Background: an optimization exercise with open tools, aiming at small area, a short achievable clock period and few clock cycles per item. Do not read the settings as production practice.
Function was checked by simulation only, so behaviour that the tests miss may differ from the original.
Power figures rest on the tool's default switching activity, not on a simulated workload.

==> design/flow/design.v <==
module cmpsub #(parameter W=32) (input [W-1:0] a, input [W-1:0] b, output [W-1:0] d, output c);
wire [W-1:0] p = a ^ ~b;
wire [W-1:0] g0 = a & ~b;
wire G_0_0 = g0[0] | p[0];
wire ng1 = g0[1] | (p[1] & G_0_0);
wire ng2 = g0[3] | (p[3] & g0[2]);
wire np2 = p[3] & p[2];
wire ng3 = g0[5] | (p[5] & g0[4]);
wire np3 = p[5] & p[4];
wire ng4 = g0[7] | (p[7] & g0[6]);
wire np4 = p[7] & p[6];
wire ng5 = g0[9] | (p[9] & g0[8]);
wire np5 = p[9] & p[8];
wire ng6 = g0[11] | (p[11] & g0[10]);
wire np6 = p[11] & p[10];
wire ng7 = g0[13] | (p[13] & g0[12]);
wire np7 = p[13] & p[12];
wire ng8 = g0[15] | (p[15] & g0[14]);
wire np8 = p[15] & p[14];
wire ng9 = g0[17] | (p[17] & g0[16]);
wire np9 = p[17] & p[16];
wire ng10 = g0[19] | (p[19] & g0[18]);
wire np10 = p[19] & p[18];
wire ng11 = g0[21] | (p[21] & g0[20]);
wire np11 = p[21] & p[20];
wire ng12 = g0[23] | (p[23] & g0[22]);
wire np12 = p[23] & p[22];
wire ng13 = g0[25] | (p[25] & g0[24]);
wire np13 = p[25] & p[24];
wire ng14 = g0[27] | (p[27] & g0[26]);
wire np14 = p[27] & p[26];
wire ng15 = g0[29] | (p[29] & g0[28]);
wire np15 = p[29] & p[28];
wire ng16 = g0[31] | (p[31] & g0[30]);
wire np16 = p[31] & p[30];
wire ng17 = ng2 | (np2 & ng1);
wire ng18 = ng4 | (np4 & ng3);
wire np18 = np4 & np3;
wire ng19 = ng6 | (np6 & ng5);
wire np19 = np6 & np5;
wire ng20 = ng8 | (np8 & ng7);
wire np20 = np8 & np7;
wire ng21 = ng10 | (np10 & ng9);
wire np21 = np10 & np9;
wire ng22 = ng12 | (np12 & ng11);
wire np22 = np12 & np11;
wire ng23 = ng14 | (np14 & ng13);
wire np23 = np14 & np13;
wire ng24 = ng16 | (np16 & ng15);
wire np24 = np16 & np15;
wire ng25 = ng18 | (np18 & ng17);
wire ng26 = ng20 | (np20 & ng19);
wire np26 = np20 & np19;
wire ng27 = ng22 | (np22 & ng21);
wire np27 = np22 & np21;
wire ng28 = ng24 | (np24 & ng23);
wire np28 = np24 & np23;
wire ng29 = ng26 | (np26 & ng25);
wire ng30 = ng28 | (np28 & ng27);
wire np30 = np28 & np27;
wire ng31 = ng30 | (np30 & ng29);
wire ng32 = ng27 | (np27 & ng29);
wire ng33 = ng19 | (np19 & ng25);
wire ng34 = ng21 | (np21 & ng29);
wire ng35 = ng23 | (np23 & ng32);
wire ng36 = ng3 | (np3 & ng17);
wire ng37 = ng5 | (np5 & ng25);
wire ng38 = ng7 | (np7 & ng33);
wire ng39 = ng9 | (np9 & ng29);
wire ng40 = ng11 | (np11 & ng34);
wire ng41 = ng13 | (np13 & ng32);
wire ng42 = ng15 | (np15 & ng35);
wire ng43 = g0[2] | (p[2] & ng1);
wire ng44 = g0[4] | (p[4] & ng17);
wire ng45 = g0[6] | (p[6] & ng36);
wire ng46 = g0[8] | (p[8] & ng25);
wire ng47 = g0[10] | (p[10] & ng37);
wire ng48 = g0[12] | (p[12] & ng33);
wire ng49 = g0[14] | (p[14] & ng38);
wire ng50 = g0[16] | (p[16] & ng29);
wire ng51 = g0[18] | (p[18] & ng39);
wire ng52 = g0[20] | (p[20] & ng34);
wire ng53 = g0[22] | (p[22] & ng40);
wire ng54 = g0[24] | (p[24] & ng32);
wire ng55 = g0[26] | (p[26] & ng41);
wire ng56 = g0[28] | (p[28] & ng35);
wire ng57 = g0[30] | (p[30] & ng42);
assign d[0] = ~p[0];
assign d[1] = p[1] ^ G_0_0;
assign d[2] = p[2] ^ ng1;
assign d[3] = p[3] ^ ng43;
assign d[4] = p[4] ^ ng17;
assign d[5] = p[5] ^ ng44;
assign d[6] = p[6] ^ ng36;
assign d[7] = p[7] ^ ng45;
assign d[8] = p[8] ^ ng25;
assign d[9] = p[9] ^ ng46;
assign d[10] = p[10] ^ ng37;
assign d[11] = p[11] ^ ng47;
assign d[12] = p[12] ^ ng33;
assign d[13] = p[13] ^ ng48;
assign d[14] = p[14] ^ ng38;
assign d[15] = p[15] ^ ng49;
assign d[16] = p[16] ^ ng29;
assign d[17] = p[17] ^ ng50;
assign d[18] = p[18] ^ ng39;
assign d[19] = p[19] ^ ng51;
assign d[20] = p[20] ^ ng34;
assign d[21] = p[21] ^ ng52;
assign d[22] = p[22] ^ ng40;
assign d[23] = p[23] ^ ng53;
assign d[24] = p[24] ^ ng32;
assign d[25] = p[25] ^ ng54;
assign d[26] = p[26] ^ ng41;
assign d[27] = p[27] ^ ng55;
assign d[28] = p[28] ^ ng35;
assign d[29] = p[29] ^ ng56;
assign d[30] = p[30] ^ ng42;
assign d[31] = p[31] ^ ng57;
assign c = ng31;
endmodule
module vector_divider #(
    parameter RAM_SIZE = 10,
    parameter N = 5,
    parameter NBITS = 32
)(
    input clock,
    input reset,
    output [RAM_SIZE-1:0] Addr,
    output [NBITS-1:0] Wdata,
    input [NBITS-1:0] Rdata,
    input [RAM_SIZE-1:0] Ndata,
    output Wenable,
    input startvd,
    output reg busyvd
);
localparam RX = 4;            
localparam XW = 32 + RX;      
localparam [3:0] IDLE = 4'b1000,
                 P1   = 4'b1001,    
                 P2   = 4'b1010,    
                 E    = 4'b1011,    
                 C1   = 4'b0000,    
                 C2   = 4'b1100,    
                 W1   = 4'b1101,    
                 D1   = 4'b0100,    
                 W2   = 4'b0101;    
reg [3:0] state, nstate;
reg first;
reg [8:0] h;
reg [31:0] R, Q;
reg [XW-1:0] X;
reg [5:0] j;
wire [31:0] diff;
wire nb;
cmpsub #(.W(32)) u_sub (.a(R), .b(X[31:0]), .d(diff), .c(nb));
wire ge = nb & ~|X[XW-1:32];
wire ph1 = (state == D1) | (state == P1);
wire shl = ge & ~j[5];                  
wire [8:0] h1 = h + 9'd1;
wire last = (h1 == Ndata[8:0]);         
wire done2 = (j == 6'd0);
wire alo = state[3];
wire we = state[2];
assign Addr = {we ? h : h1, alo};
assign Wdata = alo ? R : Q;
assign Wenable = we & ~first;
always @(*) begin
    nstate = state;
    case (state)
        IDLE: if (startvd) nstate = C1;
        C1:   nstate = C2;
        C2:   nstate = D1;
        D1:   nstate = shl ? P1 : E;
        P1:   if (!shl) nstate = P2;
        P2:   if (done2) nstate = last ? W1 : C1;
        E:    nstate = last ? W1 : C1;
        W1:   nstate = W2;
        W2:   nstate = IDLE;
        default: nstate = IDLE;
    endcase
end
always @(posedge clock) begin
    if (reset) begin
        state <= IDLE;
        h <= 9'h1ff;
        first <= 1'b0;
        busyvd <= 1'b0;
    end else begin
        state <= nstate;
        busyvd <= (nstate != IDLE);
        if (state == IDLE && startvd)
            first <= 1'b1;
        if (state == D1) begin
            h <= h1;
            first <= 1'b0;
        end
        if (state == W2)
            h <= 9'h1ff;
    end
end
always @(posedge clock) begin
    if (state == C1)
        X <= {{RX-1{1'b0}}, Rdata, 1'b0};
    else if (ph1 && shl)
        X <= {X[XW-1-RX:0], {RX{1'b0}}};
    else
        X <= {1'b0, X[XW-1:1]};
    if (state == C2)
        R <= Rdata;
    else if (state == P2 && ge)
        R <= diff;
    if (state == D1)
        Q <= 32'd0;
    else if (state == P2)
        Q <= {Q[30:0], ge};
    if (state == C1)
        j <= 6'd1;
    else if (ph1 && shl)
        j <= j + RX;
    else
        j <= j - 6'd1;
end
endmodule
==> design/flow/flow/run.sh <==
#!/bin/bash
cd "$(dirname "$0")/.."
export BUFFER_PORTS_ARGS="-buffer_cell sky130_fd_sc_hd__buf_1"
export CTS_ARGS="-sink_clustering_enable -repair_clock_nets -buf_list sky130_fd_sc_hd__clkbuf_8 -dont_use_dummy_load"
bash standard.sh > standard_run.log 2>&1
==> design/flow/standard.sh <==
#!/bin/bash
# synth_recipe.tcl (not shown) runs the flow's synth.tcl, then flattens the netlist and writes it again
# the make line also repeats each setting of config.mk as NAME=value (left out here)
make -C /OpenROAD-flow-scripts/flow DESIGN_CONFIG=/design/flow/config.mk WORK_HOME=/design/flow/orfs CLKGATE_MAP_FILE= SYNTH_SCRIPT=/design/flow/synth_recipe.tcl "${@:-finish}"
==> design/flow/config.mk <==
export PLATFORM = sky130hd
export DESIGN_NAME = vector_divider
export DESIGN_NICKNAME = vector_divider
export VERILOG_FILES = /design/flow/design.v
export SDC_FILE = /design/flow/constraint.sdc
export NUM_CORES = 4
export LEC_CHECK = 0
export CAP_MARGIN = 20
export CORE_MARGIN = 2
export CORE_UTILIZATION = 50
export SETUP_SLACK_MARGIN = 1.3
export SLEW_MARGIN = 20
==> design/flow/constraint.sdc <==
create_clock -name core_clock -period 4.5 [get_ports {clock}]
set_input_delay 0.9000 -clock core_clock [delete_from_list [all_inputs] [get_ports {clock}]]
set_output_delay 0.9000 -clock core_clock [all_outputs]
set_load 0.01 [all_outputs]
==> results of run 1 <==
## worst max-delay path, stage by stage (launching register included)
cell and delay [ps]:
edfxtp_1 350, inv_1 50, ha_1 200, fa_2 350, nand2b_4 150, a21o_1 180, a31o_4 250, o21ai_4 180
a31o_2 170, a21o_1 150, nand2_2 70, a31oi_1 220, fa_1 440, nand2_1 70, nand2_1 50
## cells in the mapped netlist, types with 3 or more instances
cell type	instances
xor2_1	16
inv_1	46
nand2_1	150
xnor2_1	23
a21oi_1	62
nor2_1	33
nand4_1	3
nor4_1	3
buf_1	6
a221o_1	27
a21oi_2	3
nor2b_1	3
dfxtp_1	89
ha_1	35
o21ai_0	28
edfxtp_1	32
buf_6	5
buf_2	4
and3_1	6
fa_1	16
o21ai_1	4
o31ai_1	6
and2_1	4
nor3_1	40
or3_1	9
mux2_2	33
o21a_1	3
a21o_1	9
and4_1	3
a31oi_1	3
clkbuf_1	32
nand3_1	11
nand2b_1	8
## final timing paths
kind,cells after the start,end,startpoint
min reg2reg,2,X[4],X[5]
max reg2reg,14,R[22],R[0]
max,14,R[22],R[0]
min,2,X[4],X[5]
## power groups by stage
stage,registers [W],logic [W],clock network (W)
finish,0.00140,0.00108,0.000701
global route,0.00141,0.00123,0.000766
CTS,0.00139,0.00105,0.000721
detailed placement,0.00142,0.00100,0
global placement,0.00141,0.000968,0
floorplan,0.00137,0.000804,0
## flip-flops by register name, indices dropped and copies added, names as in the netlist
name	flops
first	1
R	32
busyvd	1
state	4
h	9
j	6
Q	32
X	36
## stage by stage
stage / area [um2] / instances
finish: 7886 / 1045
global route: 7886 / 1045
CTS: 7762 / 1038
detailed placement: 7455 / 1018
global placement: 7455 / 1018
floorplan: 7027 / 790
## timing repair
item | in CTS | in global routing
pin swaps | 2 | 4
buffers inserted | 3 | 7
endpoints found under the setup margin | 74 | 49
resized for setup | 11 | 13
## metal layers
| layer | part of all wire, % | track usage, % |
|---|---|---|
| met5 | 0 | 0 |
| met2 | 47 | 38.65 |
| met4 | 1.9 | 9.124 |
| met1 | 47 | 30.97 |
| met3 | 4.3 | 4.926 |
## area by class of cell
cell class                 count  area [um2]  area share, %
timing repair buffer         108       496.7          6.299
inverter                      47       176.4          2.237
tap                          180       225.2          2.856
sequential                   121        2746          34.82
multi-input combinational    572        4008          50.82
clock buffer                  17       234.0          2.967
## cell families after synthesis
group | count (synthesis) | share of synthesized area [%]
AND/OR/NAND/NOR | 282 | 18.20
multiplexers | 35 | 5.591
XOR/XNOR | 39 | 4.861
adder cells (fa/ha/maj) | 51 | 10.79
AO/OA/AOI/OAI | 165 | 15.62
flip-flops | 121 | 39.03
buffers and inverters | 97 | 5.912
## layout by cell type, fill, tap and decap left out, types with 3 or more instances in the layout
cell,instances
and3_1,6
dfxtp_1,88
nor3_2,3
buf_1,87
a21oi_1,61
and4_1,3
nor2_1,33
xnor2_1,23
or3_1,9
buf_4,20
xor2_1,16
fa_1,14
a31oi_1,3
nand4_1,3
inv_1,46
nor2b_1,3
o21ai_1,3
mux2_2,33
nand2_1,148
and2_1,3
o31ai_1,6
o21ai_0,26
clkbuf_8,17
a221o_1,27
a21o_1,9
ha_1,33
edfxtp_1,32
nand3_1,11
nor3_1,38
o21a_1,3
nand2b_1,7
==> metrics.csv, run 1 <==
stage,metric,value,unit
run_status,status,"complete, no violations",
power,power.internal,0.002116,W
power,power.share.clock,22.1,%
timing,holdWs,449.9,ps
synthesis,synth_cells,790,
power,vdd_ir_drop_max,186.2,uV
clock_tree,cts_tree,done,
power,p_leak,3.092,nW
timing,relSlewSlack,25.41,%
final_layout,drive_gt1_share,11.79,%
clock_tree,clock_latency,440,ps
synthesis,synth_area_per_cell,8.895,um2
clock_tree,cts_hold_buf,0,
setup_path,cp_max_fo,3,
clock_tree,clk_pin_slew_worst_paths,60,ps
grt,gr-total-overflow,0,
synthesis,yosysSeqAreaShare,39.03,%
power,seqPwrFrac,43.9,%
grt,grt_pass1_wl,27730,um
synthesis,synth_edf_count,32,
placement,io_buffers,87,
synthesis,yosysUniqueCellTypes,61,
grt,antenna_found_initial,0,
final_layout,area_growth,12.23,%
setup_path,worst-r2r-setup-slack,1390,ps
die,die_w,122.5,um
synthesis,synth.area.top_cells,"dfxtp_1, edfxtp_1, nand2_1",
setup_path,worstPathRequired,4690,ps
detailed_routing,via_count,5860,
run,cap_violations,0,
power,p_switching,0.001064,W
timing,fin_crit,3114,ps
detailed_routing,wl_per_cell,16.37,um
clock_tree,cts_made_buffers,17,
detailed_routing,final_antenna_net_count,0,
detailed_routing,firstDrtPassIters,5,
timing,setup_viol,0,
placement,gp_congestion,0.8425,
synthesis,async_reset_ff_share,0,%
detailed_routing,drc_errors,0,
setup_path,crit_path_start_kind,flip-flop,
hold_path,hp-class,flip-flop to flip-flop,
die,rows,43,
timing,slew_violations,0,
setup_path,path_class,flip-flop to flip-flop,
timing,min_period_over_period,69.20,%
clock_tree,clock-root-buffer,clkbuf_8,
power,power_switching_share,33.46,%
final_layout,nets,963,
die,start_util,50.82,%
final_layout,n_antenna_cell,0,
timing,clock.fmax,321.2,MHz
clock_tree,cts.path.max_buffers,2,
setup_path,crit_arrival,3310,ps
final_layout,fill_cells,1318,
timing,hold_viol,0,
power,power.density,403.2,nW/um2
detailed_routing,drt_iter0_drc,288,
detailed_routing,routed_wl,17110,um
clock_tree,cts_sinks,121,
timing,finalSetupTns,0,ps
synthesis,synthFlopType,dfxtp_1,
placement,dpl.hpwl,12160,um
synthesis,synth_area,7027,um2
timing,fin_ws,1386,ps
detailed_routing,via_per_inst,5.608,
die,core,13830,um2
final_layout,final_util,57.04,%
grt,grt_util_all_layers,23.72,%
die,io_pins,89,
synthesis,synth-seq-cells,121,
timing,tightest_slew,1119,ps
power,p_comb_share,34.1,%
die,dieArea,15020,um2
power,power,0.003180,W
setup_path,cp-end-kind,flip-flop,
synthesis,ys_warn_count,1,
clock_tree,cts_htree_levels,4,
grt,grt_pass1_vias,5676,
synthesis,synth_top_area_share,25.36,%
timing,rsz0062_at_grt,true,
timing,skew,9.953,ps
grt,grt_max_degree,46,
synthesis,post-synth-top-area-cell,dfxtp_1,
placement,pre_cts_slack,782.9,ps
die,dieHeight,122.5,um
Testbench counts, summed over its fixed seeds: cycles 7,930, items 700.
==> inputs of run 2 (changes only) <==
--- a/design/flow/config.mk
+++ b/design/flow/config.mk
@@ -6,7 +6,7 @@
 export NUM_CORES = 4
 export LEC_CHECK = 0
-export CAP_MARGIN = 20
+export CAP_MARGIN = 0
 export CORE_MARGIN = 2
-export CORE_UTILIZATION = 50
+export CORE_UTILIZATION = 40
 export SETUP_SLACK_MARGIN = 1.3
-export SLEW_MARGIN = 20
+export SLEW_MARGIN = 0
==> run 2 against run 1 <==
  * Fmax rose by 0.42%
  * Synthesized area did not move
  * Highest routed layer unchanged
  * Register-to-register slack barely moved
  * Via count fell by 3.1%
  * Still clean
  * Cell count rose by 4.2%
  * Critical path depth fell by 1
  * Critical endpoint is now R[20]
  * Non-clock buffer count fell by 1
  * Clock power barely moved
  * Wire length rose by 0.53%
  * Setup slack improved by 13 ps
==> metrics.csv, run 2 <==
stage,metric,value,unit,change
power,p_switching,0.001060,W,-0.41%
timing,relSlewSlack,22.70,%,-2.7 points
synthesis,synth.area.top_cells,"dfxtp_1, edfxtp_1, nand2_1",,
synthesis,synth_area,7027,um2,unchanged
timing,min_period_over_period,68.91,%,-0.29 points
synthesis,synth_cells,790,,unchanged
grt,gr-total-overflow,0,,unchanged
placement,gp_congestion,0.8149,,-3.3%
grt,grt_util_all_layers,19.24,%,-4.5 points
detailed_routing,routed_wl,17200,um,+0.53%
die,die_w,136.5,um,+11%
timing,setup_viol,0,,unchanged
hold_path,hp-class,flip-flop to flip-flop,,
timing,tightest_slew,1153,ps,+34.26 ps
synthesis,synthFlopType,dfxtp_1,,
detailed_routing,firstDrtPassIters,4,,-1
synthesis,synth-seq-cells,121,,unchanged
setup_path,crit_path_start_kind,flip-flop,,
timing,rsz0062_at_grt,true,,
die,io_pins,89,,unchanged
final_layout,final_area,7891,um2,about the same
synthesis,yosysUniqueCellTypes,61,,unchanged
clock_tree,cts.path.max_buffers,2,,unchanged
final_layout,area_growth,12.30,%,about the same
placement,dp.cells,1065,,+4.6%
power,vdd_ir_drop_max,209.4,uV,+12%
synthesis,synth_area_per_cell,8.895,um2,unchanged
clock_tree,clock-root-buffer,clkbuf_8,,
die,start_util,40.77,%,-10 points
clock_tree,cts_hold_buf,0,,unchanged
clock_tree,clk_pin_slew_worst_paths,60,ps,about the same
setup_path,critPathSlowestCell,fa_2,,
grt,antenna_found_initial,0,,unchanged
power,p_leak,3.081,nW,-0.35%
run_status,status,"complete, no violations",,
synthesis,synth_mux_area_share,5.591,%,unchanged
clock_tree,clock_latency,440,ps,about the same
setup_path,path_buf_inv,1,,unchanged
setup_path,worstPathRequired,4660,ps,-30 ps
final_layout,final_cell_mix,"nand2_1, dfxtp_1, buf_1",,
final_layout,reg_top3,"X (36), Q (32), R (32)",,
synthesis,yosysSeqAreaShare,39.03,%,unchanged
timing,finalSetupTns,0,ps,unchanged
detailed_routing,via_count,5676,,-3.1%
power,p_comb_share,34.1,%,about the same
synthesis,synthAdderAreaFrac,10.79,%,unchanged
placement,placed_area,7513,um2,+0.79%
final_layout,fill_cells,1759,,+33%
timing,fin_ws,1399,ps,+12.96 ps
final_layout,drive_gt1_share,11.57,%,-0.22 points
synthesis,ys_warn_count,1,,unchanged
final_layout,finalNonFillerCells,1089,,+4.2%
setup_path,cp_max_fo,3,,unchanged
timing,fin_crit,3101,ps,-12.96 ps
placement,pre_cts_slack,767.4,ps,-15.42 ps
setup_path,path_class,flip-flop to flip-flop,,
grt,grt_max_degree,43,,-6.5%
power,seqPwrFrac,43.8,%,about the same
clock_tree,cts_htree_levels,4,,unchanged
final_layout,largest_register_ffs,36,,unchanged
detailed_routing,via_per_inst,5.212,,-7.1%
synthesis,synth-compound-area-share,15.62,%,unchanged
synthesis,synth_top_family_by_area,simple AND/OR/NAND/NOR gates,,
final_layout,regMostFlops,X,,
clock_tree,cts_made_buffers,17,,unchanged
power,power.share.clock,22.1,%,about the same
synthesis,synth_common_cells,"nand2_1, dfxtp_1, a21oi_1, inv_1, nor3_1",,
clock_tree,cts_tree,done,,
setup_path,crit_family,adder cells,,
final_layout,final_common_cell,nand2_1,,
setup_path,slowest_delay,560,ps,+120 ps
setup_path,path_cells,"inv_1, ha_2, fa_2, nand2b_4, a21o_1, a31o_4, o21ai_4, a31o_2, a21o_1, nand2_2, and2_4, fa_2, a21oi_1",,
die,dieArea,18640,um2,+24%
die,rows,48,,+12%
die,core,17240,um2,+25%
final_layout,n_antenna_cell,0,,unchanged
detailed_routing,drt_iter0_drc,266,,-7.6%
grt,grt_pass1_vias,5456,,-3.9%
timing,clock.fmax,322.5,MHz,+0.42%
synthesis,synth.most_common_cell,nand2_1,,
power,power.density,402.4,nW/um2,-0.20%
power,power.internal,0.002116,W,about the same
synthesis,synth_top_area_share,25.36,%,unchanged
synthesis,synth_edf_count,32,,unchanged
timing,hold_viol,0,,unchanged
final_layout,nets,962,,-0.10%
detailed_routing,drc_errors,0,,unchanged
setup_path,crit_arrival,3260,ps,-50 ps
timing,slew_violations,0,,unchanged
clock_tree,cts_sinks,121,,unchanged
timing,skew,24.33,ps,+14.38 ps
synthesis,post-synth-top-area-cell,dfxtp_1,,
detailed_routing,wl_per_cell,15.80,um,-3.5%
die,dieHeight,136.5,um,+11%
placement,dpl.hpwl,12510,um,+2.9%
detailed_routing,final_antenna_net_count,0,,unchanged
run,cap_violations,0,,unchanged
synthesis,synth-xor-area-share,4.861,%,unchanged
setup_path,cp-end-kind,flip-flop,,
synthesis,yosys.area_share.simple,18.20,%,unchanged
placement,io_buffers,87,,unchanged
power,power_switching_share,33.37,%,-0.091 points
synthesis,async_reset_ff_share,0,%,unchanged
grt,grt_pass1_wl,27840,um,+0.40%
[run 2: cell counts after synthesis]
No cell type changed its count.
[run 2: metrics by stage]
stage / hold WS (ps) / utilization, % / power (W)
floorplan: 422.1 / - / 0.002178
global placement: 428.4 / 43.59 / 0.002402
detailed placement: 433.5 / 43.59 / 0.002422
CTS: 431.5 / 45.34 / 0.003178
global route: 469.4 / 45.78 / 0.003413
finish: 432.3 / 45.78 / 0.003175
[run 2: layer usage]
metal  wire (um)  part of all wire, %  GRT usage [%]
met5           0                    0              0
met4         159                 0.92          6.134
met3         732                  4.3          3.667
met2        8043                   47          30.58
met1        8265                   48          26.45
[run 2: power groups by stage]
| stage | logic [W] | clock network [W] | registers [W] |
|---|---|---|---|
| after floorplan | 0.000804 | 0 | 0.00137 |
| after global placement | 0.000991 | 0 | 0.00141 |
| after detailed placement | 0.00101 | 0 | 0.00141 |
| after CTS | 0.00106 | 0.000730 | 0.00139 |
| after global routing | 0.00124 | 0.000770 | 0.00141 |
| final | 0.00108 | 0.000703 | 0.00139 |
[run 2: cells by family (layout without fill, tap and decap cells)]
logic type | after synthesis | after routing
and+or+nand+nor | 282 | 282
xor gates and xnor gates | 39 | 39
muxes | 35 | 35
buffers and inverters | 97 | 171
AOI/OAI and AO/OA | 165 | 165
adders and majority gates | 51 | 51
DFF | 121 | 121
[run 2: worst reg2reg max path, cell delays in order (launching register included)]
cell and delay, ps:
edfxtp_1 350, inv_1 50, ha_2 180, fa_2 340, nand2b_4 150, a21o_1 180, a31o_4 240, o21ai_4 160
a31o_2 170, a21o_1 160, nand2_2 70, and2_4 160, fa_2 560, a21oi_1 60
[run 2: area by class of cell]
class,count,area (um2),share of cell area (%)
Multi-Input combinational cell,572,3978,50.40
Sequential cell,121,2745,34.79
Timing Repair Buffer,107,476.7,6.041
Tap cell,225,281.5,3.567
Clock buffer,17,234.0,2.965
Inverter,47,176.4,2.236
[run 2: worst paths after layout]
path	slack [ps]	from	cells after the start	end
setup / recovery	1400	R[0]	13	R[20]
hold / removal	430	X[6]	2	X[5]
setup reg to reg	1400	R[0]	13	R[20]
hold reg to reg	430	X[6]	2	X[5]
[run 2: repair_timing]
item	4_1_cts	5_1_grt
resized for setup	11	10
setup endpoints to repair	20	18
pin swaps	3	8
setup buffers	2	5
==> inputs of run 3 (changes only) <==
==> design/flow/flow/run.sh (replaced) <==
#!/bin/bash
cd "$(dirname "$0")/.."
export BUFFER_PORTS_ARGS="-buffer_cell sky130_fd_sc_hd__buf_1"
export CTS_ARGS="-sink_clustering_enable -repair_clock_nets -buf_list sky130_fd_sc_hd__clkbuf_8 -dont_use_dummy_load"
export RECOVER_POWER=100
bash standard.sh > standard_run.log 2>&1
--- a/design/flow/config.mk
+++ b/design/flow/config.mk
@@ -6,7 +6,8 @@
 export NUM_CORES = 4
 export LEC_CHECK = 0
-export CAP_MARGIN = 0
+export CAP_MARGIN = 20
 export CORE_MARGIN = 2
 export CORE_UTILIZATION = 40
+export CTS_BUF_LIST = sky130_fd_sc_hd__clkbuf_8
 export SETUP_SLACK_MARGIN = 1.3
-export SLEW_MARGIN = 0
+export SLEW_MARGIN = 20
==> run 3 against run 2 <==
  * Synthesized cell count unchanged
  * Critical path type unchanged
  * Setup slack got worse by 370 ps
  * Critical endpoint is now R[30]
  * Largest cell class unchanged
  * Clock power about the same
==> metrics.csv, run 3 <==
stage,metric,value,unit,change
run_status,status,"complete, no violations",,
setup_path,cp-end-kind,flip-flop,,
final_layout,n_antenna_cell,0,,unchanged
timing,fin_crit,3471,ps,+370.6 ps
placement,io_buffers,87,,unchanged
power,p_switching,0.001046,W,-1.2%
final_layout,area_growth,11.00,%,
final_layout,final_cell_mix,"nand2_1, dfxtp_1, buf_1",,
hold_path,hp-class,flip-flop to flip-flop,,
timing,hold_viol,0,,unchanged
die,die_w,136.5,um,unchanged
timing,slew_violations,0,,unchanged
final_layout,drive_gt1_share,8.796,%,-2.8 points
final_layout,nets,962,,unchanged
synthesis,synthAdderAreaFrac,10.79,%,unchanged
synthesis,synth_cells,790,,unchanged
synthesis,post-synth-top-area-cell,dfxtp_1,,
synthesis,synth_mux_area_share,5.591,%,unchanged
timing,skew,23.76,ps,-0.5717 ps
die,io_pins,89,,unchanged
grt,grt_max_degree,43,,unchanged
final_layout,regMostFlops,X,,
synthesis,synth_area,7027,um2,unchanged
grt,grt_pass1_vias,5456,,unchanged
setup_path,crit_family,compound AO/OA/AOI/OAI gates,,
setup_path,path_class,flip-flop to flip-flop,,
power,power_switching_share,33.32,%,-0.043 points
setup_path,crit_arrival,3670,ps,+410 ps
die,core,17240,um2,unchanged
clock_tree,clock-root-buffer,clkbuf_8,,
setup_path,worstPathRequired,4700,ps,+40 ps
timing,finalSetupTns,0,ps,unchanged
placement,placed_area,7513,um2,unchanged
clock_tree,cts_tree,done,,
synthesis,ys_warn_count,1,,unchanged
setup_path,slowest_delay,450,ps,-110 ps
detailed_routing,via_count,5665,,-0.19%
clock_tree,cts_htree_levels,4,,unchanged
power,seqPwrFrac,44.3,%,+0.5 points
clock_tree,cts.path.max_buffers,2,,unchanged
synthesis,yosysUniqueCellTypes,61,,unchanged
timing,tightest_slew,1260,ps,+106.9 ps
setup_path,crit_top_cell,nand2_1,,
timing,rsz0062_at_grt,true,,
grt,grt_pass1_wl,27840,um,unchanged
detailed_routing,via_per_inst,5.202,,-0.19%
clock_tree,cts_made_buffers,17,,unchanged
grt,grt_util_all_layers,19.24,%,unchanged
die,dieHeight,136.5,um,unchanged
synthesis,synth_top_family_by_area,simple AND/OR/NAND/NOR gates,,
clock_tree,clock_latency,450,ps,about the same
synthesis,synthFlopType,dfxtp_1,,
final_layout,final_common_cell,nand2_1,,
synthesis,synth_edf_count,32,,unchanged
clock_tree,cts_sinks,121,,unchanged
clock_tree,clk_pin_slew_worst_paths,70,ps,about the same
setup_path,critPathSlowestCell,fa_1,,
synthesis,synth-xor-area-share,4.861,%,unchanged
grt,gr-total-overflow,0,,unchanged
die,dieArea,18640,um2,unchanged
clock_tree,cts_hold_buf,0,,unchanged
synthesis,synth-compound-area-share,15.62,%,unchanged
synthesis,yosysSeqAreaShare,39.03,%,unchanged
detailed_routing,final_antenna_net_count,0,,unchanged
power,power.density,402.6,nW/um2,about the same
power,power.share.clock,22.5,%,+0.4 points
setup_path,path_cells,"inv_1, ha_1, fa_1, nand2b_1, a21o_1, a31o_1, o21ai_4, nand2_1, o21ai_0, a21oi_1, o21ai_0, fa_1, nand2_1, nand2_1",,
placement,gp_congestion,0.8149,,unchanged
timing,relSlewSlack,15.95,%,-6.8 points
final_layout,largest_register_ffs,36,,unchanged
die,start_util,40.77,%,unchanged
die,rows,48,,unchanged
power,power,0.003140,W,-1.1%
power,p_leak,3.034,nW,-1.5%
detailed_routing,drc_errors,0,,unchanged
timing,holdWs,431.3,ps,-1.076 ps
setup_path,cp_max_fo,3,,unchanged
power,vdd_ir_drop_max,213.6,uV,+2.0%
synthesis,yosys.area_share.simple,18.20,%,unchanged
final_layout,reg_top3,"X (36), Q (32), R (32)",,
synthesis,synth_top_area_share,25.36,%,unchanged
run,cap_violations,0,,unchanged
timing,setup_viol,0,,unchanged
detailed_routing,drt_iter0_drc,274,,+3.0%
setup_path,crit_path_start_kind,flip-flop,,
final_layout,final_util,45.25,%,-0.53 points
synthesis,synth-seq-cells,121,,unchanged
setup_path,path_buf_inv,1,,unchanged
power,p_comb_share,33.3,%,-0.8 points
synthesis,synth_common_cells,"nand2_1, dfxtp_1, a21oi_1, inv_1, nor3_1",,
synthesis,synth_area_per_cell,8.895,um2,unchanged
detailed_routing,wl_per_cell,15.75,um,-0.26%
detailed_routing,routed_wl,17160,um,-0.26%
final_layout,final_area,7800,um2,-1.2%
timing,min_period_over_period,77.14,%,+8.2 points
power,power.internal,0.002094,W,-1.0%
grt,antenna_found_initial,0,,unchanged
placement,dpl.hpwl,12510,um,unchanged
synthesis,synth.area.top_cells,"dfxtp_1, edfxtp_1, nand2_1",,
detailed_routing,firstDrtPassIters,4,,unchanged
synthesis,async_reset_ff_share,0,%,unchanged
synthesis,synth.most_common_cell,nand2_1,,
timing,clock.fmax,288.1,MHz,-11%
==> run 3: cell types whose count changed in the layout (fill, tap and decap cells not counted), sizes merged <==
cell    change
buf         -7
clkbuf      +7
==> run 3: final cells by class <==
type	count	area [um2]
Clock buffer	17	234.0
Fill cell	1787	9437
Inverter	47	176.4
Multi-Input combinational cell	572	3914
Sequential cell	121	2744
Tap cell	225	281.5
Timing Repair Buffer	107	450.4
==> run 3: what timing repair did <==
| item | in CTS | in global routing |
|---|---|---|
| pin swaps | 3 | 8 |
| resized for setup | 11 | 10 |
| buffers inserted | 2 | 5 |
| endpoints found under the setup margin | 20 | 18 |
==> run 3: worst paths after layout <==
check | startpoint | to | slack, ps | depth (start not counted)
max | R[0] | R[30] | 1030 | 14
min | X[6] | X[5] | 430 | 2
max reg2reg | R[0] | R[30] | 1030 | 14
min reg2reg | X[6] | X[5] | 430 | 2
==> run 3: worst min-delay path, stage by stage, from the launching register on <==
cell,delay [ps]
dfxtp_1,310
nand2_1,50
nand2_1,40
==> run 3: logic make-up (layout without fill, tap and decap cells) <==
kind of cell,after synthesis,in the layout
simple gates,282,282
compound gates,165,165
mux,35,35
buf+inv,97,171
flops,121,121
xor+xnor,39,39
fa+ha+maj,51,51
==> run 3: power by group through the flow <==
stage | sequential, W | clock [W] | combinational [W]
finish | 0.00139 | 0.000706 | 0.00104
global route | 0.00141 | 0.000770 | 0.00120
CTS | 0.00139 | 0.000730 | 0.00106
detailed placement | 0.00141 | 0 | 0.00101
global placement | 0.00141 | 0 | 0.000991
floorplan | 0.00137 | 0 | 0.000804
==> run 3: through the flow <==
stage / worst slack (ps) / cells
4_1_cts: 1338 / 1084
3_5_place_dp: 767.4 / 1065
3_3_place_gp: 809.3 / 1065
5_1_grt: 777.8 / 1089
2_1_floorplan: 1308 / 790
6_report: 1029 / 1089
==> run 3: metal layers <==
layer | GRT usage, % | part of all wire [%]
met1 | 26.45 | 48
met2 | 30.58 | 47
met4 | 6.134 | 1.3
met5 | 0 | 0
met3 | 3.667 | 4.1
==> inputs of run 4 (changes only) <==
==> design/flow/flow/run.sh (replaced) <==
#!/bin/bash
cd "$(dirname "$0")/.."
export BUFFER_PORTS_ARGS="-buffer_cell sky130_fd_sc_hd__buf_1"
export CTS_ARGS="-sink_clustering_enable -repair_clock_nets -buf_list sky130_fd_sc_hd__clkbuf_8 -dont_use_dummy_load"
bash standard.sh > standard_run.log 2>&1
==> run 4 against run 3 <==
  * Sequential power about the same
  * Final area grew 1.3%
  * Hold slack worse by 2.0 ps
  * Critical endpoint is now R[20]
==> metrics.csv, run 4 <==
stage,metric,value,unit,change
synthesis,synthFlopType,dfxtp_1,,
setup_path,cp-end-kind,flip-flop,,
synthesis,synth_area_per_cell,8.895,um2,unchanged
synthesis,synth_top_area_share,25.36,%,unchanged
timing,slew_violations,0,,unchanged
detailed_routing,via_count,5708,,+0.76%
die,dieArea,18640,um2,unchanged
synthesis,synth.most_common_cell,nand2_1,,
placement,dpl.hpwl,12510,um,unchanged
synthesis,synth_cells,790,,unchanged
setup_path,r2r.worst_path.cells,13,,-1
timing,rsz0062_at_grt,true,,
setup_path,path_cells,"inv_1, ha_2, fa_2, nand2b_4, a21o_1, a31o_4, o21ai_4, a31o_2, a21o_1, nand2_2, and2_4, fa_2, a21oi_1",,
setup_path,path_class,flip-flop to flip-flop,,
final_layout,final_cell_mix,"nand2_1, dfxtp_1, buf_1",,
clock_tree,cts_tree,done,,
power,power.density,402.7,nW/um2,about the same
detailed_routing,drc_errors,0,,unchanged
clock_tree,clk_pin_slew_worst_paths,70,ps,about the same
die,io_pins,89,,unchanged
setup_path,cp.depth,13,,-1
final_layout,multi_input_area,3984,um2,+1.8%
final_layout,final_area,7898,um2,+1.3%
synthesis,yosysUniqueCellTypes,61,,unchanged
final_layout,area_growth,12.39,%,
setup_path,crit_arrival,3260,ps,-410 ps
synthesis,yosysSeqAreaShare,39.03,%,unchanged
timing,hold_viol,0,,unchanged
final_layout,reg_top3,"X (36), Q (32), R (32)",,
power,power,0.003181,W,+1.3%
final_layout,n_antenna_cell,0,,unchanged
final_layout,regMostFlops,X,,
grt,grt_pass1_wl,27840,um,unchanged
synthesis,synth.area.top_cells,"dfxtp_1, edfxtp_1, nand2_1",,
clock_tree,cts_sinks,121,,unchanged
grt,grt_pass1_vias,5456,,unchanged
grt,gr-total-overflow,0,,unchanged
detailed_routing,final_antenna_net_count,0,,unchanged
final_layout,largest_register_ffs,36,,unchanged
hold_path,hold_start,X[6],,
setup_path,r2r-end,R[20],,
die,die_w,136.5,um,unchanged
detailed_routing,routed_wl,17220,um,+0.37%
clock_tree,cts_htree_levels,4,,unchanged
final_layout,final_common_cell,nand2_1,,
timing,setup_viol,0,,unchanged
timing,relSlewSlack,40.27,%,+24 points
synthesis,synth_area,7027,um2,unchanged
placement,placed_area,7513,um2,unchanged
run,cap_violations,0,,unchanged
die,rows,48,,unchanged
grt,antenna_found_initial,0,,unchanged
die,core,17240,um2,unchanged
placement,io_buffers,87,,unchanged
synthesis,synth_common_cells,"nand2_1, dfxtp_1, a21oi_1, inv_1, nor3_1",,
timing,clock.fmax,322.5,MHz,+12%
synthesis,synth_edf_count,32,,unchanged
timing,skew,25.05,ps,+1.285 ps
power,p_leak,3.075,nW,+1.4%
setup_path,cp_max_fo,3,,unchanged
clock_tree,clock-root-buffer,clkbuf_8,,
final_layout,drive_gt1_share,11.57,%,+2.8 points
clock_tree,cts_hold_buf,0,,unchanged
final_layout,fill_cells,1760,,-1.5%
detailed_routing,wl_per_cell,15.81,um,+0.37%
synthesis,async_reset_ff_share,0,%,unchanged
hold_path,holdPathStages,2,,unchanged
die,dieHeight,136.5,um,unchanged
setup_path,slowest_delay,560,ps,+110 ps
setup_path,crit_family,adder cells,,
setup_path,critPathSlowestCell,fa_2,,
grt,grt_max_degree,43,,unchanged
timing,finalSetupTns,0,ps,unchanged
timing,fin_crit,3100,ps,-371.1 ps
power,vdd_ir_drop_max,212.1,uV,-0.71%
setup_path,path_buf_inv,1,,unchanged
clock_tree,cts_made_buffers,17,,unchanged
placement,gp_congestion,0.8149,,unchanged
synthesis,post-synth-top-area-cell,dfxtp_1,,
setup_path,worstReg2RegStart,R[0],,
placement,dp.cells,1065,,unchanged
detailed_routing,via_per_inst,5.242,,+0.76%
final_layout,finalNonFillerCells,1089,,unchanged
detailed_routing,drt_iter0_drc,261,,-4.7%
synthesis,synth-seq-cells,121,,unchanged
die,start_util,40.77,%,unchanged
final_layout,seq_area,2745,um2,about the same
grt,grt_util_all_layers,19.24,%,unchanged
setup_path,worst-r2r-setup-slack,1400,ps,+370 ps
clock_tree,cts.path.max_buffers,2,,unchanged
timing,tightest_slew,894.7,ps,-365.4 ps
timing,holdWs,429.3,ps,-1.959 ps
clock_tree,clock_latency,450,ps,about the same
detailed_routing,firstDrtPassIters,5,,+1
timing,min_period_over_period,68.90,%,-8.2 points
hold_path,hp-class,flip-flop to flip-flop,,
final_layout,nets,962,,unchanged
setup_path,worstPathRequired,4660,ps,-40 ps
run_status,status,"complete, no violations",,
hold_path,holdPathEnd,X[5],,
synthesis,ys_warn_count,1,,unchanged
setup_path,crit_path_start_kind,flip-flop,,
run 4: cells by family (layout without fill, tap and decap cells):
logic type	count (synthesis)	after routing	synth area share, %
flip-flops	121	121	39.03
AO/OA/AOI/OAI	165	165	15.62
AND/OR/NAND/NOR	282	282	18.20
buffers and inverters	97	171	5.912
XOR/XNOR	39	39	4.861
multiplexers	35	35	5.591
adder cells (fa/ha/maj)	51	51	10.79
run 4: worst register-to-register path, delay by kind of cell (launching register included):
kind,cells,cell delay (ps)
AND/OR/NAND/NOR,3,380
flip-flops,1,350
AO/OA/AOI/OAI,6,970
adder cells (fa/ha/maj),3,1080
buffers and inverters,1,50
run 4: where the power goes:
group	switching, W	total [W]	internal, W
combinational	0.000588	0.00108	0.000495
clock	0.000377	0.000708	0.000331
sequential	0.0000999	0.00139	0.00129
total	0.00106	0.00318	0.00212
run 4: worst max-delay path by stage:
stage | from | endpoint | slack [ps]
6_report | R[0] | R[20] | 1400
5_1_grt | R[0] | R[21] | 1270
3_5_place_dp | R[0] | R[30] | 770
4_1_cts | R[0] | R[22] | 1340
2_1_floorplan | R[0] | R[30] | 1310
3_3_place_gp | R[0] | R[30] | 810
run 4: stage by stage:
step,worst slack (ps),util [%]
floorplan,1308,-
global placement,809.3,43.59
CTS,1338,45.34
detailed placement,767.4,43.59
finish,1400,45.82
global route,1267,45.82
run 4: timing repair:
action | in CTS | in global routing
gates resized for setup | 11 | 10
endpoints found under the setup margin | 20 | 18
setup buffers | 2 | 5
pin swaps | 3 | 8
run 4: layout make-up:
cell class                      count  area share [%]
Multi-Input combinational cell    572           50.44
Sequential cell                   121           34.76
Inverter                           47           2.234
Clock buffer                       17           2.963
Tap cell                          225           3.565
Timing Repair Buffer              107           6.036
run 4: per-layer routing:
layer | global-route usage (%) | share of wire [%]
met5 | 0 | 0
met4 | 6.134 | 1.1
met3 | 3.667 | 4.3
met2 | 30.58 | 47
met1 | 26.45 | 48
==> inputs of run 5 (changes only) <==
==> design/flow/flow/run.sh (replaced) <==
#!/bin/bash
cd "$(dirname "$0")/.."
export BUFFER_PORTS_ARGS="-buffer_cell sky130_fd_sc_hd__buf_1"
export CTS_ARGS="-sink_clustering_enable -repair_clock_nets -buf_list sky130_fd_sc_hd__clkbuf_8 -dont_use_dummy_load"
export REMOVE_ABC_BUFFERS=1
bash standard.sh > standard_run.log 2>&1
==> run 5 against run 4 <==
  * First-iteration DRC count is 15% higher
  * Still clean on timing, DRC and antenna
  * Via count grew 1.6%
  * Clock power about the same
  * Largest cell class unchanged
  * Largest power group unchanged
  * Core utilization grew 0.10 points
  * Fmax increased by 0.88%
==> metrics.csv, run 5 <==
stage,metric,value,unit,change
final_layout,reg_top3,"X (36), Q (32), R (32)",,
grt,antenna_found_initial,0,,unchanged
clock_tree,cts_tree,done,,
grt,gr-total-overflow,0,,unchanged
clock_tree,cts_hold_buf,0,,unchanged
final_layout,final_common_cell,nand2_1,,
timing,finalSetupTns,0,ps,unchanged
placement,placed_area,7518,um2,about the same
placement,io_buffers,87,,unchanged
timing,rsz0062_at_grt,true,,
timing,relSlewSlack,30.25,%,-10 points
power,p_comb_share,34.3,%,+0.3 points
final_layout,final_area,7915,um2,+0.22%
grt,grt_util_all_layers,19.93,%,+0.69 points
timing,fin_crit,3073,ps,-26.98 ps
synthesis,synth_area,7027,um2,unchanged
power,p_switching,0.001069,W,+0.39%
synthesis,async_reset_ff_share,0,%,unchanged
placement,gp_congestion,0.8118,,-0.38%
detailed_routing,via_count,5800,,+1.6%
clock_tree,cts_htree_levels,4,,unchanged
timing,skew,18.30,ps,-6.749 ps
setup_path,worstPathRequired,4700,ps,+40 ps
timing,min_period_over_period,68.30,%,-0.60 points
synthesis,synthFlopType,dfxtp_1,,
clock_tree,clock_latency,450,ps,about the same
timing,tightest_slew,1038,ps,+143.8 ps
power,power.density,402.5,nW/um2,about the same
detailed_routing,drt_iter0_drc,299,,+15%
synthesis,synth_area_per_cell,8.895,um2,unchanged
final_layout,final_cell_mix,"nand2_1, dfxtp_1, buf_1",,
die,dieArea,18640,um2,unchanged
setup_path,r2r.worst_path.cells,15,,+2
timing,clock.fmax,325.4,MHz,+0.88%
synthesis,ys_warn_count,1,,unchanged
hold_path,hp-class,flip-flop to flip-flop,,
setup_path,worstReg2RegStart,R[0],,
synthesis,synth_edf_count,32,,unchanged
synthesis,synth.most_common_cell,nand2_1,,
final_layout,regMostFlops,X,,
synthesis,post-synth-top-area-cell,dfxtp_1,,
die,rows,48,,unchanged
placement,pre_cts_slack,762.9,ps,-4.537 ps
clock_tree,cts_sinks,121,,unchanged
die,dieHeight,136.5,um,unchanged
timing,hold_viol,0,,unchanged
power,power.share.clock,22.1,%,-0.2 points
synthesis,synth_cells,790,,unchanged
synthesis,synth_top_area_share,25.36,%,unchanged
final_layout,fill_cells,1721,,-2.2%
detailed_routing,via_per_inst,5.326,,+1.6%
synthesis,synth-seq-cells,121,,unchanged
power,vdd_ir_drop_max,234.2,uV,+10%
setup_path,crit_path_start_kind,flip-flop,,
final_layout,largest_register_ffs,36,,unchanged
detailed_routing,firstDrtPassIters,5,,unchanged
setup_path,worst-r2r-setup-slack,1430,ps,+30 ps
clock_tree,clk_pin_slew_worst_paths,70,ps,about the same
grt,grt_pass1_wl,28860,um,+3.6%
timing,holdWs,446.5,ps,+17.18 ps
timing,fin_ws,1427,ps,+26.98 ps
final_layout,drive_gt1_share,11.81,%,+0.23 points
timing,slew_violations,0,,unchanged
final_layout,area_growth,12.64,%,
hold_path,holdPathStages,2,,unchanged
final_layout,multi_input_area,3989,um2,+0.13%
synthesis,yosysUniqueCellTypes,61,,unchanged
final_layout,seq_area,2745,um2,unchanged
detailed_routing,final_antenna_net_count,0,,unchanged
synthesis,synth.area.top_cells,"dfxtp_1, edfxtp_1, nand2_1",,
power,power_switching_share,33.56,%,+0.081 points
grt,grt_pass1_vias,5558,,+1.9%
clock_tree,cts.path.max_buffers,2,,unchanged
grt,grt_max_degree,33,,-23%
setup_path,path_class,flip-flop to flip-flop,,
detailed_routing,routed_wl,17650,um,+2.5%
setup_path,crit_arrival,3270,ps,about the same
detailed_routing,drc_errors,0,,unchanged
die,io_pins,89,,unchanged
hold_path,hold_start,X[5],,
setup_path,r2r-end,R[26],,
setup_path,cp-end-kind,flip-flop,,
synthesis,synth_common_cells,"nand2_1, dfxtp_1, a21oi_1, inv_1, nor3_1",,
clock_tree,cts_made_buffers,17,,unchanged
power,power.internal,0.002116,W,about the same
timing,setup_viol,0,,unchanged
power,p_leak,3.080,nW,+0.14%
final_layout,n_antenna_cell,0,,unchanged
setup_path,cp_max_fo,4,,+1
hold_path,holdPathEnd,X[4],,
clock_tree,clock-root-buffer,clkbuf_8,,
die,die_w,136.5,um,unchanged
run_status,status,"complete, no violations",,
die,start_util,40.77,%,unchanged
synthesis,yosysSeqAreaShare,39.03,%,unchanged
die,core,17240,um2,unchanged
power,seqPwrFrac,43.6,%,about the same
detailed_routing,wl_per_cell,16.21,um,+2.5%
run,cap_violations,0,,unchanged
final_layout,nets,962,,unchanged
placement,dpl.hpwl,12510,um,about the same
## run 5: cell counts after synthesis
No cell type changed its count.
## run 5: stage by stage
stage,util [%],total power (W),cells
final,45.92,0.003185,1089
after CTS,45.30,0.003169,1083
after floorplan,-,0.002154,740
after global routing,45.92,0.003420,1089
after detailed placement,43.62,0.002420,1064
after global placement,43.62,0.002406,1064
## run 5: power groups by stage
| stage | logic (W) | registers [W] | clock network (W) |
|---|---|---|---|
| CTS | 0.00105 | 0.00139 | 0.000730 |
| global placement | 0.000998 | 0.00141 | 0 |
| detailed placement | 0.00101 | 0.00141 | 0 |
| global route | 0.00125 | 0.00140 | 0.000761 |
| finish | 0.00109 | 0.00139 | 0.000705 |
| floorplan | 0.000769 | 0.00139 | 0 |
## run 5: cells by family after synthesis
logic type                 synth area share, %
buffers and inverters                    5.912
and+or+nand+nor                          18.20
xor gates and xnor gates                 4.861
muxes                                    5.591
DFF                                      39.03
AOI/OAI and AO/OA                        15.62
adders and majority gates                10.79
## run 5: layer usage
metal	vias to the layer above	share of wire, %	track usage [%]
li1	2899	-	-
met1	2741	49	27.72
met2	141	45	31.11
met3	19	4.6	4.111
met4	0	1.3	6.134
met5	-	0	0
## run 5: timing repair
item,CTS,global route
endpoints found under the setup margin,62,72
buffers inserted,2,5
pin swaps,3,4
gates resized for setup,9,16
## run 5: worst max-delay path: stages, from the launching register on
cell and delay, ps:
edfxtp_1 340, inv_1 50, ha_2 180, fa_2 340, nand2b_4 150, a21o_1 170
a31o_4 250, o21ai_4 190, nand2_2 80, o21ai_2 200, buf_4 140, a21o_1 100
a21o_1 120, fa_1 400, nand2_1 70, nand2_1 50
## run 5: worst max-delay path by stage
stage	from	end	slack, ps	depth (start not counted)
3_5_place_dp	R[0]	R[30]	760	14
5_1_grt	R[0]	R[26]	1280	15
3_3_place_gp	R[0]	R[30]	790	14
4_1_cts	R[0]	R[22]	1280	14
6_report	R[0]	R[26]	1430	15
2_1_floorplan	state[3]	R[0]	-30	4
## run 5: cell type report
type / count / area share (%)
clock buffer: 17 / 2.956
inverter: 47 / 2.229
sequential: 121 / 34.68
tap: 225 / 3.557
multi-input combinational: 572 / 50.40
timing repair buffer: 107 / 6.181
==> inputs of run 6 (changes only) <==
--- a/design/flow/config.mk
+++ b/design/flow/config.mk
@@ -9,5 +9,4 @@
 export CORE_MARGIN = 2
 export CORE_UTILIZATION = 40
-export CTS_BUF_LIST = sky130_fd_sc_hd__clkbuf_8
-export SETUP_SLACK_MARGIN = 1.3
+export SETUP_SLACK_MARGIN = 1.2
 export SLEW_MARGIN = 20
==> run 6 against run 5 <==
  * Hold slack got worse by 1.7 ps
  * Still clean on timing, DRC and antenna
  * Critical path depth decreased by 1
  * Total power decreased by 0.79%
  * Clock-buffer cell count unchanged
  * Critical path type unchanged
  * Cell count decreased by 0.18%
==> metrics.csv, run 6 <==
stage,metric,value,unit,change
power,vdd_ir_drop_max,231.6,uV,-1.1%
clock_tree,clk_pin_slew_worst_paths,70,ps,about the same
timing,tightest_slew,1053,ps,+14.08 ps
final_layout,multi_input_area,3958,um2,-0.78%
timing,min_period_over_period,70.93,%,+2.6 points
die,core,17240,um2,unchanged
synthesis,ys_warn_count,1,,unchanged
grt,grt_util_all_layers,19.93,%,unchanged
synthesis,synthFlopType,dfxtp_1,,
timing,fin_crit,3192,ps,+118.5 ps
synthesis,synth_area,7027,um2,unchanged
synthesis,synth_top_area_share,25.36,%,unchanged
hold_path,hp-class,flip-flop to flip-flop,,
setup_path,critPathSlowestCell,fa_1,,
run,cap_violations,0,,unchanged
placement,io_buffers,87,,unchanged
clock_tree,cts_tree,done,,
final_layout,drive_gt1_share,10.67,%,-1.1 points
final_layout,largest_register_ffs,36,,unchanged
timing,finalSetupTns,0,ps,unchanged
placement,dpl.hpwl,12510,um,unchanged
clock_tree,cts_htree_levels,4,,unchanged
setup_path,path_class,flip-flop to flip-flop,,
setup_path,cp-end-kind,flip-flop,,
synthesis,yosysUniqueCellTypes,61,,unchanged
synthesis,post-synth-top-area-cell,dfxtp_1,,
final_layout,final_cell_mix,"nand2_1, dfxtp_1, buf_1",,
detailed_routing,via_count,5740,,-1.0%
detailed_routing,drc_errors,0,,unchanged
die,dieArea,18640,um2,unchanged
synthesis,async_reset_ff_share,0,%,unchanged
timing,clock.fmax,313.3,MHz,-3.7%
final_layout,nets,960,,-0.21%
final_layout,finalNonFillerCells,1087,,-0.18%
final_layout,final_common_cell,nand2_1,,
clock_tree,cts.path.max_buffers,2,,unchanged
detailed_routing,firstDrtPassIters,4,,-1
synthesis,synth.area.top_cells,"dfxtp_1, edfxtp_1, nand2_1",,
setup_path,path_cells,"inv_1, ha_1, fa_1, nand2b_1, a21o_1, a31o_2, o21ai_4, a31o_2, a21o_1, nand2_1, a31oi_1, fa_1, nand2_1, nand2_1",,
run_status,status,"complete, no violations",,
grt,gr-total-overflow,0,,unchanged
power,power.density,401.6,nW/um2,-0.21%
setup_path,worst-r2r-setup-slack,1310,ps,-120 ps
setup_path,worstPathRequired,4700,ps,about the same
final_layout,seq_area,2745,um2,unchanged
clock_tree,cts_made_buffers,17,,unchanged
timing,slew_violations,0,,unchanged
timing,rsz0062_at_grt,true,,
timing,skew,19.57,ps,+1.275 ps
synthesis,yosysSeqAreaShare,39.03,%,unchanged
setup_path,startpoint,R[0],,
die,die_w,136.5,um,unchanged
grt,grt_max_degree,33,,unchanged
setup_path,worstReg2RegStart,R[0],,
hold_path,hold_start,X[5],,
setup_path,slowest_delay,460,ps,+60 ps
timing,relSlewSlack,29.30,%,-0.95 points
setup_path,r2r-end,R[22],,
synthesis,synth-seq-cells,121,,unchanged
clock_tree,cts_sinks,121,,unchanged
setup_path,crit_top_cell,nand2_1,,
die,io_pins,89,,unchanged
grt,antenna_found_initial,0,,unchanged
detailed_routing,via_per_inst,5.281,,-0.85%
setup_path,crit_path_start_kind,flip-flop,,
detailed_routing,routed_wl,17610,um,-0.22%
grt,grt_pass1_vias,5517,,-0.74%
die,start_util,40.77,%,unchanged
placement,gp_congestion,0.8118,,unchanged
detailed_routing,wl_per_cell,16.20,um,about the same
setup_path,crit_arrival,3390,ps,+120 ps
timing,setup_viol,0,,unchanged
power,power,0.003160,W,-0.79%
synthesis,synth.most_common_cell,nand2_1,,
synthesis,synth_common_cells,"nand2_1, dfxtp_1, a21oi_1, inv_1, nor3_1",,
grt,grt_pass1_wl,28820,um,-0.12%
final_layout,reg_top3,"X (36), Q (32), R (32)",,
final_layout,area_growth,11.98,%,
clock_tree,clock_latency,450,ps,about the same
setup_path,r2r.worst_path.cells,14,,-1
final_layout,n_antenna_cell,0,,unchanged
placement,dp.cells,1064,,unchanged
clock_tree,clock-root-buffer,clkbuf_8,,
setup_path,cp_max_fo,4,,unchanged
setup_path,path_buf_inv,1,,-1
final_layout,fill_cells,1726,,+0.29%
synthesis,synth_area_per_cell,8.895,um2,unchanged
detailed_routing,final_antenna_net_count,0,,unchanged
power,p_leak,3.069,nW,-0.36%
synthesis,synth_cells,790,,unchanged
timing,hold_viol,0,,unchanged
die,dieHeight,136.5,um,unchanged
synthesis,synth_edf_count,32,,unchanged
die,rows,48,,unchanged
hold_path,holdPathEnd,X[4],,
final_layout,regMostFlops,X,,
detailed_routing,drt_iter0_drc,339,,+13%
hold_path,holdPathStages,2,,unchanged
setup_path,crit_family,compound AO/OA/AOI/OAI gates,,
run 6: cell counts after synthesis:
Identical to the previous run, type by type.
run 6: how the worst max path moves through the flow:
stage / cells after the start / endpoint / slack [ps]
finish: 14 / R[22] / 1310
global route: 14 / R[22] / 1190
CTS: 14 / R[30] / 1120
detailed placement: 14 / R[30] / 760
global placement: 14 / R[30] / 790
floorplan: 4 / R[0] / -30
run 6: power by group:
| group | leakage, nW | total, W | internal (W) | switching (W) |
|---|---|---|---|---|
| registers | 1.02 | 0.00139 | 0.00129 | 0.0000969 |
| clock network | 0.122 | 0.000703 | 0.000331 | 0.000372 |
| logic | 1.93 | 0.00107 | 0.000479 | 0.000591 |
| total | 3.07 | 0.00316 | 0.00210 | 0.00106 |
run 6: cells by family (layout without fill, tap and decap cells):
group / Yosys count / in the layout / share of synthesized area, %
flip-flops: 121 / 121 / 39.03
AO/OA/AOI/OAI: 165 / 165 / 15.62
buffers and inverters: 97 / 169 / 5.912
adder cells (fa/ha/maj): 51 / 51 / 10.79
AND/OR/NAND/NOR: 282 / 282 / 18.20
XOR/XNOR: 39 / 39 / 4.861
multiplexers: 35 / 35 / 5.591
run 6: layout make-up:
| cell class | count | share of cell area (%) |
|---|---|---|
| clock buffer | 17 | 2.973 |
| sequential | 121 | 34.89 |
| tap | 225 | 3.578 |
| multi-input combinational | 572 | 50.29 |
| inverter | 47 | 2.242 |
| timing repair buffer | 105 | 6.026 |
run 6: metrics by stage:
step | cell area, um2 | setup WS [ps] | hold slack (ps) | util, %
floorplan | 6788 | -31.84 | 422.5 | -
global placement | 7518 | 787.4 | 429.9 | 43.62
detailed placement | 7518 | 762.9 | 434.6 | 43.62
CTS | 7774 | 1123 | 444.5 | 45.10
global route | 7869 | 1186 | 467.7 | 45.65
finish | 7869 | 1308 | 444.7 | 45.65
run 6: tightest hold or removal path, cell delays in order, from the launching register on:
cell     delay (ps)
dfxtp_1         310
nand2_1          50
nand2_1          40
run 6: routing by layer:
layer / up-vias / track usage, % / routed length [um]
li1: 2893 / - / -
met1: 2701 / 27.89 / 8587
met2: 127 / 31.19 / 7997
met3: 19 / 3.963 / 794
met4: 0 / 5.787 / 231
met5: - / 0 / 0
run 6: what timing repair did:
item | in CTS | in global routing
setup endpoints to repair | 57 | 60
buffers inserted | 0 | 5
hold buffers | 0 | 0
gates resized for setup | 6 | 10
pin swaps | 0 | 5
==> inputs of run 7 (changes only) <==
--- a/design/flow/config.mk
+++ b/design/flow/config.mk
@@ -9,4 +9,4 @@
 export CORE_MARGIN = 2
 export CORE_UTILIZATION = 40
-export SETUP_SLACK_MARGIN = 1.2
+export SETUP_SLACK_MARGIN = 1.4
 export SLEW_MARGIN = 20
==> run 7 against run 6 <==
  * Largest power group unchanged
  * Fmax up 3.6%
  * Critical path depth unchanged
  * Largest cell class unchanged
  * First-iteration DRC count down 2.1%
  * Still clean on timing, DRC and antenna
  * Clock-buffer cell count unchanged
  * Die area unchanged
==> metrics.csv, run 7 <==
stage,metric,value,unit,change
setup_path,path_class,flip-flop to flip-flop,,
power,p_leak,3.105,nW,+1.2%
synthesis,synth_common_cells,"nand2_1, dfxtp_1, a21oi_1, inv_1, nor3_1",,
final_layout,area_growth,14.55,%,
clock_tree,clock-root-buffer,clkbuf_8,,
power,power.density,402.0,nW/um2,about the same
detailed_routing,firstDrtPassIters,5,,+1
power,power.internal,0.002144,W,+2.1%
timing,clock.fmax,324.5,MHz,+3.6%
final_layout,final_common_cell,nand2_1,,
run_status,status,"complete, no violations",,
final_layout,reg_top3,"X (36), Q (32), R (32)",,
timing,skew,19.26,ps,-0.3107 ps
final_layout,final_area,8049,um2,+2.3%
power,power,0.003236,W,+2.4%
detailed_routing,drt_iter0_drc,332,,-2.1%
detailed_routing,final_antenna_net_count,0,,unchanged
placement,dpl.hpwl,12510,um,unchanged
detailed_routing,via_per_inst,5.348,,+1.3%
run,cap_violations,0,,unchanged
placement,io_buffers,87,,unchanged
detailed_routing,via_count,5845,,+1.8%
timing,tightest_slew,1040,ps,-13.02 ps
final_layout,largest_register_ffs,36,,unchanged
synthesis,yosysSeqAreaShare,39.03,%,unchanged
synthesis,ys_warn_count,1,,unchanged
synthesis,synth_cells,790,,unchanged
synthesis,synthFlopType,dfxtp_1,,
clock_tree,clk_pin_slew_worst_paths,70,ps,about the same
grt,grt_max_degree,33,,unchanged
die,dieHeight,136.5,um,unchanged
setup_path,crit_arrival,3280,ps,-110 ps
grt,antenna_found_initial,0,,unchanged
final_layout,seq_area,2749,um2,+0.14%
die,dieArea,18640,um2,unchanged
setup_path,startpoint,R[0],,
final_layout,final_cell_mix,"nand2_1, buf_1, dfxtp_1",,
die,die_w,136.5,um,unchanged
clock_tree,clock_latency,450,ps,about the same
power,seqPwrFrac,43.0,%,-0.9 points
final_layout,n_antenna_cell,0,,unchanged
synthesis,synth.most_common_cell,nand2_1,,
timing,rsz0062_at_grt,true,,
timing,slew_violations,0,,unchanged
synthesis,synth.area.top_cells,"dfxtp_1, edfxtp_1, nand2_1",,
power,p_switching,0.001092,W,+3.0%
grt,grt_pass1_wl,28850,um,about the same
clock_tree,cts.path.max_buffers,2,,unchanged
die,rows,48,,unchanged
setup_path,worstPathRequired,4700,ps,about the same
placement,pre_cts_slack,762.9,ps,unchanged
synthesis,yosysUniqueCellTypes,61,,unchanged
power,power.share.clock,21.8,%,-0.4 points
detailed_routing,routed_wl,17850,um,+1.4%
synthesis,synth-seq-cells,121,,unchanged
synthesis,synth_area_per_cell,8.895,um2,unchanged
clock_tree,cts_sinks,121,,unchanged
final_layout,multi_input_area,4085,um2,+3.2%
placement,dp.cells,1064,,unchanged
final_layout,nets,966,,+0.63%
setup_path,cp_max_fo,4,,unchanged
timing,hold_viol,0,,unchanged
hold_path,hold_start,X[5],,
timing,holdWs,445.5,ps,+0.7670 ps
detailed_routing,drc_errors,0,,unchanged
setup_path,crit_path_start_kind,flip-flop,,
power,power_switching_share,33.74,%,+0.20 points
final_layout,regMostFlops,X,,
timing,relSlewSlack,30.18,%,+0.87 points
grt,grt_pass1_vias,5550,,+0.60%
synthesis,synth_edf_count,32,,unchanged
hold_path,hp-class,flip-flop to flip-flop,,
grt,grt_util_all_layers,19.94,%,about the same
timing,min_period_over_period,68.48,%,-2.5 points
clock_tree,cts_htree_levels,4,,unchanged
die,core,17240,um2,unchanged
grt,gr-total-overflow,0,,unchanged
setup_path,worstReg2RegStart,R[0],,
timing,setup_viol,0,,unchanged
clock_tree,cts_tree,done,,
power,p_comb_share,35.3,%,+1.4 points
synthesis,synth_area,7027,um2,unchanged
synthesis,async_reset_ff_share,0,%,unchanged
die,io_pins,89,,unchanged
timing,fin_crit,3082,ps,-110.3 ps
die,start_util,40.77,%,unchanged
placement,placed_area,7518,um2,unchanged
synthesis,synth_top_area_share,25.36,%,unchanged
setup_path,cp-end-kind,flip-flop,,
detailed_routing,wl_per_cell,16.33,um,+0.82%
power,vdd_ir_drop_max,230.8,uV,-0.32%
timing,fin_ws,1419,ps,+110.4 ps
synthesis,post-synth-top-area-cell,dfxtp_1,,
final_layout,finalNonFillerCells,1093,,+0.55%
placement,gp_congestion,0.8118,,unchanged
clock_tree,cts_made_buffers,17,,unchanged
final_layout,drive_gt1_share,14.29,%,+3.6 points
final_layout,fill_cells,1710,,-0.93%
-- run 7: cell counts after synthesis --
No cell type changed its count.
-- run 7: cell type report --
cell class,instances,share of cell area (%)
Sequential cell,121,34.15
Inverter,47,2.192
Tap cell,225,3.498
Multi-Input combinational cell,572,50.75
Clock buffer,17,2.907
Timing Repair Buffer,111,6.498
-- run 7: repair_timing --
action / in CTS / in global routing
setup endpoints to repair: 75 / 74
hold buffers: 0 / 0
pin swaps: 4 / 16
buffers inserted: 3 / 8
resized for setup: 16 / 33
-- run 7: stage by stage --
step	util [%]	setup TNS [ps]
2_1_floorplan	-	-1019
3_3_place_gp	43.62	0
3_5_place_dp	43.62	0
4_1_cts	45.54	0
5_1_grt	46.70	0
6_report	46.70	0
-- run 7: kinds of logic after synthesis --
kind of cell | after synthesis | share of synthesized area (%)
fa+ha+maj | 51 | 10.79
flops | 121 | 39.03
buf+inv | 97 | 5.912
mux | 35 | 5.591
compound gates | 165 | 15.62
xor+xnor | 39 | 4.861
simple gates | 282 | 18.20
-- run 7: worst paths after layout --
check	end	slack, ps	cells past startpoint
min	X[4]	450	2
max	R[22]	1420	14
max reg2reg	R[22]	1420	14
min reg2reg	X[4]	450	2
-- run 7: metal layers --
| metal | GRT usage, % | vias up | share of wire (%) |
|---|---|---|---|
| li1 | - | 2911 | - |
| met1 | 27.79 | 2768 | 48 |
| met2 | 31.06 | 145 | 45 |
| met4 | 6.134 | 0 | 1.4 |
| met3 | 4.111 | 21 | 4.7 |
| met5 | 0 | - | 0 |
-- run 7: power groups by stage --
stage	combinational (W)	sequential [W]	clock (W)
after floorplan	0.000769	0.00139	0
after global placement	0.000998	0.00141	0
after detailed placement	0.00101	0.00141	0
after CTS	0.00107	0.00139	0.000730
after global routing	0.00130	0.00141	0.000762
final	0.00114	0.00139	0.000704
-- run 7: critical path: stages, from the launching register on --
cell and delay (ps):
edfxtp_1 340, inv_1 50, ha_2 180, fa_2 340
nand2b_4 150, a21o_1 170, a31o_4 250, o21ai_4 210
a31o_2 180, a21o_1 130, nand2_2 80, a31oi_4 200
fa_1 440, nand2_1 70, nand2_1 50

## afterwards: timing with drivers on the ports
The flow's constraints put no driver on any port. The routed layouts listed below were extracted and timed again, unchanged, in two steps.
Step 1, drivers: a clkbuf_16 drives clock and a buf_2 each remaining input, both assumed.
Step 2, shift: input delay + t, output delay - t, t = (earliest + latest rising clock arrival at the registers) / 2. This alone moves slack from input paths to output paths.
Slacks: ideal ports / drivers / drivers and shift; pairs: ideal ports / drivers.
run | t (ns) | setup slack, ns | clock arrival spread, ns | pins driven straight from the clock port
run 1 | 0.471 | 1.386 / 1.386 / 1.386 | 0.010 / 0.010 | 1
run 2 | 0.469 | 1.399 / 1.399 / 1.399 | 0.025 / 0.024 | 1
run 3 | 0.478 | 1.029 / 1.029 / 1.029 | 0.024 / 0.024 | 1
run 4 | 0.474 | 1.400 / 1.400 / 1.400 | 0.025 / 0.025 | 1
run 5 | 0.477 | 1.427 / 1.427 / 1.427 | 0.018 / 0.019 | 1
run 6 | 0.475 | 1.308 / 1.308 / 1.308 | 0.020 / 0.020 | 1
run 7 | 0.474 | 1.418 / 1.418 / 1.418 | 0.020 / 0.019 | 1
After both steps setup and hold are still met in every run listed.
